From an optimization exercise on the open Yosys and OpenROAD flow, aimed at small area; shortcuts taken in it are not production practice. Function was checked by simulation only, so behaviour that the tests miss may differ from the original. The flow treats the clock pin as an ideal source. Dropping or thinning the clock tree relies on that and would not hold on a real chip.

==> run a: inputs <==
## top
module top(input clk,sys_rst,
            input [15:0] din,
            output [15:0] dout,
            output dout_valid,
            output din_ack,
            output [15:0] imem_addr,
            input [31:0] imem_data,
            output halted
);
    localparam [1:0] S_INIT = 2'd0, S_EXEC = 2'd1, S_UPD = 2'd2, S_HALT = 2'd3;
    reg [4:0]  ph;
    reg [1:0]  st;
    reg        cp;         
    reg        jt;         
    reg        pcc;        
    reg        cf, zf, sf, vf;
    reg [15:0] pc;
    reg [15:0] T;          
    reg [15:0] sg;         
    reg [511:0] gq;        
    reg [255:0] dq;        
    wire [3:0] b    = ph[3:0];
    wire       half = ph[4];
    wire       b0   = (b == 4'd0);
    wire       b15  = (b == 4'd15);
    wire [4:0]  op   = imem_data[31:27];
    wire [4:0]  rdst = imem_data[26:22];
    wire [4:0]  rs1  = imem_data[21:17];
    wire        imm  = imem_data[16];
    wire [4:0]  rs2  = imem_data[15:11];
    wire [15:0] isrc = imem_data[15:0];
    wire exec = (st == S_EXEC);
    wire upd  = (st == S_UPD);
    wire init = (st == S_INIT);
    wire op_mul  = (op == 5'd4);
    wire op_add  = (op == 5'd2);
    wire op_sub  = (op == 5'd3);
    wire op_gdm  = (op == 5'd12);
    wire op_din  = (op == 5'd13);
    wire op_dout = (op == 5'd14);
    wire op_dgpr = (op == 5'd15);
    wire op_jmp  = (op[4:3] == 2'b10) | (op == 5'd24);
    wire op_halt = (op == 5'd25);
    wire writes  = (op <= 5'd11) | op_dgpr;
    wire dmw     = op_gdm | op_din;
    wire [15:0] ghead, gmid;
    wire [7:0]  dhead, dmid;
    genvar gi;
    generate
        for (gi = 0; gi < 16; gi = gi + 1) begin : gt
            assign ghead[gi] = gq[32*gi + 31];
            assign gmid[gi]  = gq[32*gi + 15];
        end
        for (gi = 0; gi < 8; gi = gi + 1) begin : dt
            assign dhead[gi] = dq[32*gi + 31];
            assign dmid[gi]  = dq[32*gi + 15];
        end
    endgenerate
    wire [31:0] gtap = {gmid, ghead};
    wire [15:0] dtap = {dmid, dhead};
    wire copyw  = ~cp;
    wire [4:0] sa = copyw ? (op_gdm ? rs1 : rs2) : (writes ? rs1 : rdst);
    wire a_bit = gtap[{sa[4] ^ half, sa[3:0]}];
    wire r_bit = a_bit;
    wire m_bit = dtap[{isrc[3] ^ half, isrc[2:0]}];
  ...
clock: 15.0 ns
lec_check: 0
cap_margin: 20
core_margin: 2
core_utilization: 55
slew_margin: 20
standard.sh (not shown) runs the stock make flow with config.mk's settings and CLKGATE_MAP_FILE= SYNTH_SCRIPT=/design/flow/synth_recipe.tcl, a recipe that flattens the netlist after the stock synthesis.
==> flow/flow/run.sh <==
#!/bin/bash
# Own layout flow. It is the standard flow (standard synthesis, floorplan,
# power grid, tap cells, placement, routing, finishing unchanged) except:
#  - every port gets a buf_1 as its port buffer (BUFFER_PORTS_ARGS)
#  - the clock tree is built by flow/cts.tcl instead of TritonCTS: balanced
#    groups of flip-flops, each driven by one leaf buffer, under a two-level
#    buffer tree (see flow/cts.tcl); the ORFS post-CTS timing repair still runs.
# Each tool's output goes to its own log: ORFS writes one log per step under
# orfs/logs/, and make's output for each part goes to flow_*.log here.
set -euo pipefail
cd "$(dirname "$0")/.."
source flow/params.sh
export BUFFER_PORTS_ARGS="-buffer_cell sky130_fd_sc_hd__buf_1"
export CTS_LEAF_SINKS CTS_MID_FANOUT CTS_LEAF_CELL CTS_MID_CELL CTS_ROOT_CELL CTS_REFINE
bash standard.sh place > flow_place.log 2>&1
bash standard.sh run RUN_SCRIPT="$PWD/flow/cts.tcl" RUN_LOG_NAME_STEM=4_1_cts > flow_cts.log 2>&1
bash standard.sh finish > flow_finish.log 2>&1
==> flow/flow/cts.tcl <==
# Clock tree built by hand: the flip-flops are split by recursive bisection of
# their placed positions into groups of about CTS_LEAF_SINKS, each driven by one
# leaf clock buffer at the group's centre; the leaf buffers are split the same
# way into groups of about CTS_MID_FANOUT, each driven by a middle buffer, and
# one root buffer next to the clock port drives the middle buffers.
# Then the usual post-CTS steps of ORFS's cts.tcl: legalise, repair timing,
# legalise, write 4_1_cts.odb and 4_cts.sdc.
set leaf_sinks $::env(CTS_LEAF_SINKS)
set mid_fanout $::env(CTS_MID_FANOUT)
set leaf_cell $::env(CTS_LEAF_CELL)
set mid_cell $::env(CTS_MID_CELL)
set root_cell $::env(CTS_ROOT_CELL)
set cts_refine $::env(CTS_REFINE)
source $::env(SCRIPTS_DIR)/load.tcl
erase_non_stage_variables cts
load_design 3_place.odb 3_place.sdc

set block [ord::get_db_block]
set db [ord::get_db]
proc mkinst { name cell } {
  set m [[ord::get_db] findMaster $cell]
  return [odb::dbInst_create [ord::get_db_block] $m $name]
}
proc mknet { name } {
  set n [odb::dbNet_create [ord::get_db_block] $name]
  $n setSigType CLOCK
  return $n
}
proc conn { inst pin net } {
  [$inst findITerm $pin] connect $net
}
set clk_net [$block findNet clk]

# sinks: {x y iterm}
set sinks {}
foreach it [$clk_net getITerms] {
  set inst [$it getInst]
  set bb [$inst getBBox]
  set x [expr {([$bb xMin] + [$bb xMax]) / 2}]
  set y [expr {([$bb yMin] + [$bb yMax]) / 2}]
  lappend sinks [list $x $y $it]
}
puts "own CTS: [llength $sinks] sinks on net clk"

# split items ({x y ...}) into n groups of nearly equal size by recursive bisection
proc bisect { items n } {
  if { $n <= 1 } { return [list $items] }
  set xs [lmap i $items { lindex $i 0 }]
  set ys [lmap i $items { lindex $i 1 }]
  set dx [expr {[tcl::mathfunc::max {*}$xs] - [tcl::mathfunc::min {*}$xs]}]
  set dy [expr {[tcl::mathfunc::max {*}$ys] - [tcl::mathfunc::min {*}$ys]}]
  set k [expr {$dx >= $dy ? 0 : 1}]
  set sorted [lsort -integer -index $k $items]
  set n1 [expr {$n / 2}]
  set cut [expr {int(round(double([llength $items]) * $n1 / $n))}]
  return [concat [bisect [lrange $sorted 0 [expr {$cut - 1}]] $n1] \
            [bisect [lrange $sorted $cut end] [expr {$n - $n1}]]]
}

proc centre { items } {
  set sx 0.0; set sy 0.0
  foreach i $items { set sx [expr {$sx + [lindex $i 0]}]; set sy [expr {$sy + [lindex $i 1]}] }
  set n [llength $items]
  return [list [expr {int($sx / $n)}] [expr {int($sy / $n)}]]
}

set site_w 460
set row_h 2720
proc put { name x y } {
  set inst [[ord::get_db_block] findInst $name]
  set m [$inst getMaster]
  set x [expr {$x - [$m getWidth] / 2}]
  set y [expr {$y - [$m getHeight] / 2}]
  $inst setLocation [expr {($x / 460) * 460}] [expr {($y / 2720) * 2720}]
  $inst setPlacementStatus PLACED
}

set nleaf [expr {int(ceil(double([llength $sinks]) / $leaf_sinks))}]
set leaf_groups [bisect $sinks $nleaf]

# refine the groups: a few rounds of capacity-limited nearest-centre assignment
proc refine { groups rounds } {
  set cap [expr {int(ceil(double([llength [concat {*}$groups]]) / [llength $groups]))}]
  for {set r 0} {$r < $rounds} {incr r} {
    set centres [lmap g $groups { centre $g }]
    set items [concat {*}$groups]
    set pairs {}
    set ii 0
    foreach it $items {
      set ci 0
      foreach c $centres {
        set d [expr {abs([lindex $it 0] - [lindex $c 0]) + abs([lindex $it 1] - [lindex $c 1])}]
        lappend pairs [list $d $ii $ci]
        incr ci
      }
      incr ii
    }
    set pairs [lsort -integer -index 0 $pairs]
    set done [lrepeat [llength $items] 0]
    set count [lrepeat [llength $centres] 0]
    set new [lrepeat [llength $centres] {}]
    foreach p $pairs {
      lassign $p d ii ci
      if {[lindex $done $ii] || [lindex $count $ci] >= $cap} continue
      lset done $ii 1
      lset count $ci [expr {[lindex $count $ci] + 1}]
      lset new $ci [concat [lindex $new $ci] [list [lindex $items $ii]]]
    }
    set groups [lmap g $new { if {[llength $g] == 0} continue; set g }]
  }
  return $groups
}
if { $cts_refine > 0 } {
  set leaf_groups [refine $leaf_groups $cts_refine]
}
set leaves {}
set li 0
foreach g $leaf_groups {
  set name "ctsleaf_$li"
  set net "clknet_leaf_$li"
  set bi [mkinst $name $leaf_cell]
  set bn [mknet $net]
  conn $bi X $bn
  foreach s $g {
    set it [lindex $s 2]
    $it disconnect
    $it connect $bn
  }
  lassign [centre $g] cx cy
  put $name $cx $cy
  lappend leaves [list $cx $cy $name]
  incr li
}
puts "own CTS: $nleaf leaf buffers ($leaf_cell)"

if { $mid_fanout > 0 } {
  set nmid [expr {int(ceil(double($nleaf) / $mid_fanout))}]
} else {
  set nmid 0
}
set mids {}
if { $nmid > 0 } {
  set mid_groups [bisect $leaves $nmid]
  set mi 0
  foreach g $mid_groups {
    set name "ctsmid_$mi"
    set net "clknet_mid_$mi"
    set bi [mkinst $name $mid_cell]
    set bn [mknet $net]
    conn $bi X $bn
    foreach l $g { conn [$block findInst [lindex $l 2]] A $bn }
    lassign [centre $g] cx cy
    put $name $cx $cy
    lappend mids [list $cx $cy $name]
    incr mi
  }
}
puts "own CTS: $nmid middle buffers ($mid_cell)"

set bi [mkinst ctsroot $root_cell]
set bn [mknet clknet_root]
conn $bi X $bn
if { $nmid == 0 } { set mids $leaves }
foreach m $mids { conn [$block findInst [lindex $m 2]] A $bn }
conn $bi A $clk_net
lassign [centre $mids] cx cy
put ctsroot $cx $cy
$clk_net setSigType CLOCK

set_placement_padding -global \
  -left $::env(CELL_PAD_IN_SITES_DETAIL_PLACEMENT) \
  -right $::env(CELL_PAD_IN_SITES_DETAIL_PLACEMENT)
detailed_placement
set_propagated_clock [all_clocks]
estimate_parasitics -placement
report_clock_skew
report_clock_min_period

repair_timing_helper
detailed_placement
check_placement -verbose
estimate_parasitics -placement
report_clock_skew
report_worst_slack -min
report_worst_slack -max

orfs_write_db $::env(RESULTS_DIR)/4_1_cts.odb
orfs_write_sdc $::env(RESULTS_DIR)/4_cts.sdc

# report the clock-pin slews per leaf net (placement parasitics)
foreach net [$block getNets] {
  set n [$net getName]
  if {![string match clknet_* $n]} continue
  set worst 0.0
  set cnt 0
  foreach it [$net getITerms] {
    if {[$it isOutputSignal]} continue
    set pin [get_pins [[$it getInst] getName]/[[$it getMTerm] getName]]
    set s [expr {max([get_property $pin slew_max_rise], [get_property $pin slew_max_fall])}]
    set worst [expr {max($worst, $s)}]
    incr cnt
  }
  puts [format "own CTS slew: %s sinks %d worst %.4f" $n $cnt $worst]
}
==> flow/flow/params.sh <==
CTS_LEAF_SINKS=18
CTS_MID_FANOUT=0
CTS_LEAF_CELL=sky130_fd_sc_hd__clkbuf_8
CTS_MID_CELL=sky130_fd_sc_hd__clkbuf_16
CTS_ROOT_CELL=sky130_fd_sc_hd__clkbuf_16
CTS_REFINE=0
==> inputs of run b, as changes to run a <==
--- a/flow/design.v
+++ b/flow/design.v
@@ -54,25 +54,26 @@
         end
         for (gi = 0; gi < 8; gi = gi + 1) begin : dt
             assign dhead[gi] = dq[32*gi + 31];
             assign dmid[gi]  = dq[32*gi + 15];
         end
     endgenerate
     wire [31:0] gtap = {gmid, ghead};
     wire [15:0] dtap = {dmid, dhead};
-    wire copyw  = ~cp;
+    wire needcp = op_mul | op_gdm | (~imm & ((op == 5'd2) | (op == 5'd3) | ((op >= 5'd5) & (op <= 5'd10))));
+    wire copyw  = needcp & ~cp;
     wire [4:0] sa = copyw ? (op_gdm ? rs1 : rs2) : (writes ? rs1 : rdst);
     wire a_bit = gtap[{sa[4] ^ half, sa[3:0]}];
     wire r_bit = a_bit;
     wire m_bit = dtap[{isrc[3] ^ half, isrc[2:0]}];
     wire i_bit = isrc[b];
     wire d_bit = din[b];
-    wire bb    = T[0];
-    wire ua    = imm ? T[0] : a_bit;
+    wire bb    = imm ? i_bit : T[0];
+    wire ua    = imm ? i_bit : a_bit;
     wire final_w = ~copyw & (writes ? (half == rdst[4]) :
                              dmw    ? (half == isrc[3]) : 1'b1);
     wire mstep = exec & op_mul & final_w;
     wire clr   = exec & op_mul & copyw;
     wire y     = mstep & a_bit;
     wire [15:0] pp = {16{y}} & T;
     wire [16:0] mc;
     wire [15:0] ms;
@@ -136,20 +137,18 @@
             gq[32*i +: 32] <= {gq[32*i +: 31],
                                (gwe && rdst[3:0] == i) ? res : gq[32*i + 31]};
         for (i = 0; i < 8; i = i + 1)
             dq[32*i +: 32] <= {dq[32*i +: 31],
                                (dwe && isrc[2:0] == i) ? dbit : dq[32*i + 31]};
     end
     always @(posedge clk)
         sg <= {mstep ? msum[16] : (clr ? 1'b0 : sg[0]), msum[15:1]};
-    wire tshift = (exec & (copyw | (final_w & ~op[4] & ~op_mul & (op[3:1] != 3'b111)))) | (upd & jt);
-    wire tin    = op[4] ? i_bit :
-                  (op[3:2] == 2'b11) ? (op[1] ? m_bit : a_bit) :
-                  (imm ? i_bit : a_bit);
+    wire tshift = (exec & (copyw | (final_w & ~op_mul))) | (upd & jt);
+    wire tin    = op_dout ? m_bit : ((op_jmp | (op_mul & imm)) ? i_bit : a_bit);
     always @(posedge clk)
         if (tshift) T <= {tin, T[15:1]};
     wire pshift = (upd | init) & ~b15;
     wire pcy    = b0 ? pc[0] : pcc;
     wire nb     = init ? 1'b0 : (jt ? T[1] : (pc[1] ^ pcy));
     always @(posedge clk) begin
         pcc <= pcy & pc[1];
         if (pshift) pc[15:1] <= {nb, pc[15:2]};
@@ -164,20 +163,20 @@
             zf <= 1'b0;
             sf <= 1'b0;
             vf <= 1'b0;
         end else begin
             ph <= ph + 5'd1;
             case (st)
                 S_INIT: if (b15) st <= S_EXEC;
                 S_EXEC: begin
-                    if (b0 & ~cp) jt <= jcond;
+                    if (b0) jt <= jcond;
                     if (b0 & op_halt) st <= S_HALT;
                     else if (b15 & final_w) st <= S_UPD;
-                    if (b15) cp <= 1'b1;
+                    if (b15 & needcp) cp <= 1'b1;
                     cf <= b15 ? (op_add & cout) : cout;
                     zf <= (b0 ? 1'b1 : zf) & ~res;
                     if (b15) begin
                         sf <= res;
                         vf <= (op_add | op_sub) & (cin ^ cout);
                     end
                 end
                 S_UPD: begin
--- a/flow/flow/run.sh
+++ b/flow/flow/run.sh
@@ -6,12 +6,12 @@
 #    groups of flip-flops, each driven by one leaf buffer, under a two-level
 #    buffer tree (see flow/cts.tcl); the ORFS post-CTS timing repair still runs.
 # Each tool's output goes to its own log: ORFS writes one log per step under
 # orfs/logs/, and make's output for each part goes to flow_*.log here.
 set -euo pipefail
 cd "$(dirname "$0")/.."
 source flow/params.sh
 export BUFFER_PORTS_ARGS="-buffer_cell sky130_fd_sc_hd__buf_1"
-export CTS_LEAF_SINKS CTS_MID_FANOUT CTS_LEAF_CELL CTS_MID_CELL CTS_ROOT_CELL CTS_REFINE
+export CTS_LEAF_SINKS CTS_MID_FANOUT CTS_LEAF_CELL CTS_MID_CELL CTS_ROOT_CELL
 bash standard.sh place > flow_place.log 2>&1
 bash standard.sh run RUN_SCRIPT="$PWD/flow/cts.tcl" RUN_LOG_NAME_STEM=4_1_cts > flow_cts.log 2>&1
 bash standard.sh finish > flow_finish.log 2>&1
==> flow/flow/cts.tcl (replaced) <==
# Clock tree built by hand: the flip-flops are split by recursive bisection of
# their placed positions into groups of about CTS_LEAF_SINKS, each driven by one
# leaf clock buffer at the group's centre; the leaf buffers are split the same
# way into groups of about CTS_MID_FANOUT, each driven by a middle buffer, and
# one root buffer next to the clock port drives the middle buffers.
# Then the usual post-CTS steps of ORFS's cts.tcl: legalise, repair timing,
# legalise, write 4_1_cts.odb and 4_cts.sdc.
set leaf_sinks $::env(CTS_LEAF_SINKS)
set mid_fanout $::env(CTS_MID_FANOUT)
set leaf_cell $::env(CTS_LEAF_CELL)
set mid_cell $::env(CTS_MID_CELL)
set root_cell $::env(CTS_ROOT_CELL)
source $::env(SCRIPTS_DIR)/load.tcl
erase_non_stage_variables cts
load_design 3_place.odb 3_place.sdc

set block [ord::get_db_block]
set db [ord::get_db]
proc mkinst { name cell } {
  set m [[ord::get_db] findMaster $cell]
  return [odb::dbInst_create [ord::get_db_block] $m $name]
}
proc mknet { name } {
  set n [odb::dbNet_create [ord::get_db_block] $name]
  $n setSigType CLOCK
  return $n
}
proc conn { inst pin net } {
  [$inst findITerm $pin] connect $net
}
set clk_net [$block findNet clk]

# sinks: {x y iterm}
set sinks {}
foreach it [$clk_net getITerms] {
  set inst [$it getInst]
  set bb [$inst getBBox]
  set x [expr {([$bb xMin] + [$bb xMax]) / 2}]
  set y [expr {([$bb yMin] + [$bb yMax]) / 2}]
  lappend sinks [list $x $y $it]
}
puts "own CTS: [llength $sinks] sinks on net clk"

# split items ({x y ...}) into n groups of nearly equal size by recursive bisection
proc bisect { items n } {
  if { $n <= 1 } { return [list $items] }
  set xs [lmap i $items { lindex $i 0 }]
  set ys [lmap i $items { lindex $i 1 }]
  set dx [expr {[tcl::mathfunc::max {*}$xs] - [tcl::mathfunc::min {*}$xs]}]
  set dy [expr {[tcl::mathfunc::max {*}$ys] - [tcl::mathfunc::min {*}$ys]}]
  set k [expr {$dx >= $dy ? 0 : 1}]
  set sorted [lsort -integer -index $k $items]
  set n1 [expr {$n / 2}]
  set cut [expr {int(round(double([llength $items]) * $n1 / $n))}]
  return [concat [bisect [lrange $sorted 0 [expr {$cut - 1}]] $n1] \
            [bisect [lrange $sorted $cut end] [expr {$n - $n1}]]]
}

proc centre { items } {
  set sx 0.0; set sy 0.0
  foreach i $items { set sx [expr {$sx + [lindex $i 0]}]; set sy [expr {$sy + [lindex $i 1]}] }
  set n [llength $items]
  return [list [expr {int($sx / $n)}] [expr {int($sy / $n)}]]
}

set site_w 460
set row_h 2720
proc put { name x y } {
  set inst [[ord::get_db_block] findInst $name]
  set m [$inst getMaster]
  set x [expr {$x - [$m getWidth] / 2}]
  set y [expr {$y - [$m getHeight] / 2}]
  $inst setLocation [expr {($x / 460) * 460}] [expr {($y / 2720) * 2720}]
  $inst setPlacementStatus PLACED
}

set nleaf [expr {int(ceil(double([llength $sinks]) / $leaf_sinks))}]
set leaf_groups [bisect $sinks $nleaf]
set leaves {}
set li 0
foreach g $leaf_groups {
  set name "ctsleaf_$li"
  set net "clknet_leaf_$li"
  set bi [mkinst $name $leaf_cell]
  set bn [mknet $net]
  conn $bi X $bn
  foreach s $g {
    set it [lindex $s 2]
    $it disconnect
    $it connect $bn
  }
  lassign [centre $g] cx cy
  put $name $cx $cy
  lappend leaves [list $cx $cy $name]
  incr li
}
puts "own CTS: $nleaf leaf buffers ($leaf_cell)"

set nmid [expr {int(ceil(double($nleaf) / $mid_fanout))}]
set mid_groups [bisect $leaves $nmid]
set mids {}
set mi 0
foreach g $mid_groups {
  set name "ctsmid_$mi"
  set net "clknet_mid_$mi"
  set bi [mkinst $name $mid_cell]
  set bn [mknet $net]
  conn $bi X $bn
  foreach l $g { conn [$block findInst [lindex $l 2]] A $bn }
  lassign [centre $g] cx cy
  put $name $cx $cy
  lappend mids [list $cx $cy $name]
  incr mi
}
puts "own CTS: $nmid middle buffers ($mid_cell)"

set bi [mkinst ctsroot $root_cell]
set bn [mknet clknet_root]
conn $bi X $bn
foreach m $mids { conn [$block findInst [lindex $m 2]] A $bn }
conn $bi A $clk_net
lassign [centre $mids] cx cy
put ctsroot $cx $cy
$clk_net setSigType CLOCK

set_placement_padding -global \
  -left $::env(CELL_PAD_IN_SITES_DETAIL_PLACEMENT) \
  -right $::env(CELL_PAD_IN_SITES_DETAIL_PLACEMENT)
detailed_placement
set_propagated_clock [all_clocks]
estimate_parasitics -placement
report_clock_skew
report_clock_min_period

repair_timing_helper
detailed_placement
check_placement -verbose
estimate_parasitics -placement
report_clock_skew
report_worst_slack -min
report_worst_slack -max

orfs_write_db $::env(RESULTS_DIR)/4_1_cts.odb
orfs_write_sdc $::env(RESULTS_DIR)/4_cts.sdc
==> flow/flow/params.sh (replaced) <==
CTS_LEAF_SINKS=35
CTS_MID_FANOUT=6
CTS_LEAF_CELL=sky130_fd_sc_hd__clkbuf_16
CTS_MID_CELL=sky130_fd_sc_hd__clkbuf_16
CTS_ROOT_CELL=sky130_fd_sc_hd__clkbuf_16
Settings changed: CORE_UTILIZATION 55 to 40.
==> comparison <==
Against run b, the area after synthesis of run a is smaller by 0.62%. Final cell count: run a is lower than run b (about 10%). Critical path depth is the same in run b and run a. Between run a and run b, the lower hold slack is in run a (gap 0.023 ns).
In every run of this note, the design's own scripts or RTL, not TritonCTS, make the clock network.

==> port drivers added, routing unchanged <==
In the flow no input, the clock included, has a driving cell. The finished layouts below were timed again as built, in two steps. Step 1 (the two cells are an assumption about what drives the block):
set clk [get_ports {clk}]
set_driving_cell -lib_cell sky130_fd_sc_hd__clkbuf_16 $clk
set_driving_cell -lib_cell sky130_fd_sc_hd__buf_2 [delete_from_list [all_inputs] $clk]
Step 2 moves the port delays by t, midway between the first and last clock arrival at a register: inputs arrive t later, outputs are due t later. That takes back most of the time a late clock gives input paths. a / b / c = no drivers / after step 1 / after step 2; a / b = the first two.
run	t (ns)	setup slack, ns	worst setup path after step 2	latest minus earliest clock arrival (ns)	worst register clock-pin slew, ns
run a	0.683	3.520 / 3.524 / 2.841	input to register	0.040 / 0.040	0.12 / 0.12
run b	0.593	2.472 / 2.492 / 1.899	input to register	0.026 / 0.026	0.12 / 0.12
After both steps setup and hold are still met in every run listed. For run a, which loses most, drivers alone change the setup slack by +0.004 ns; drivers and shift together by -0.679 ns.
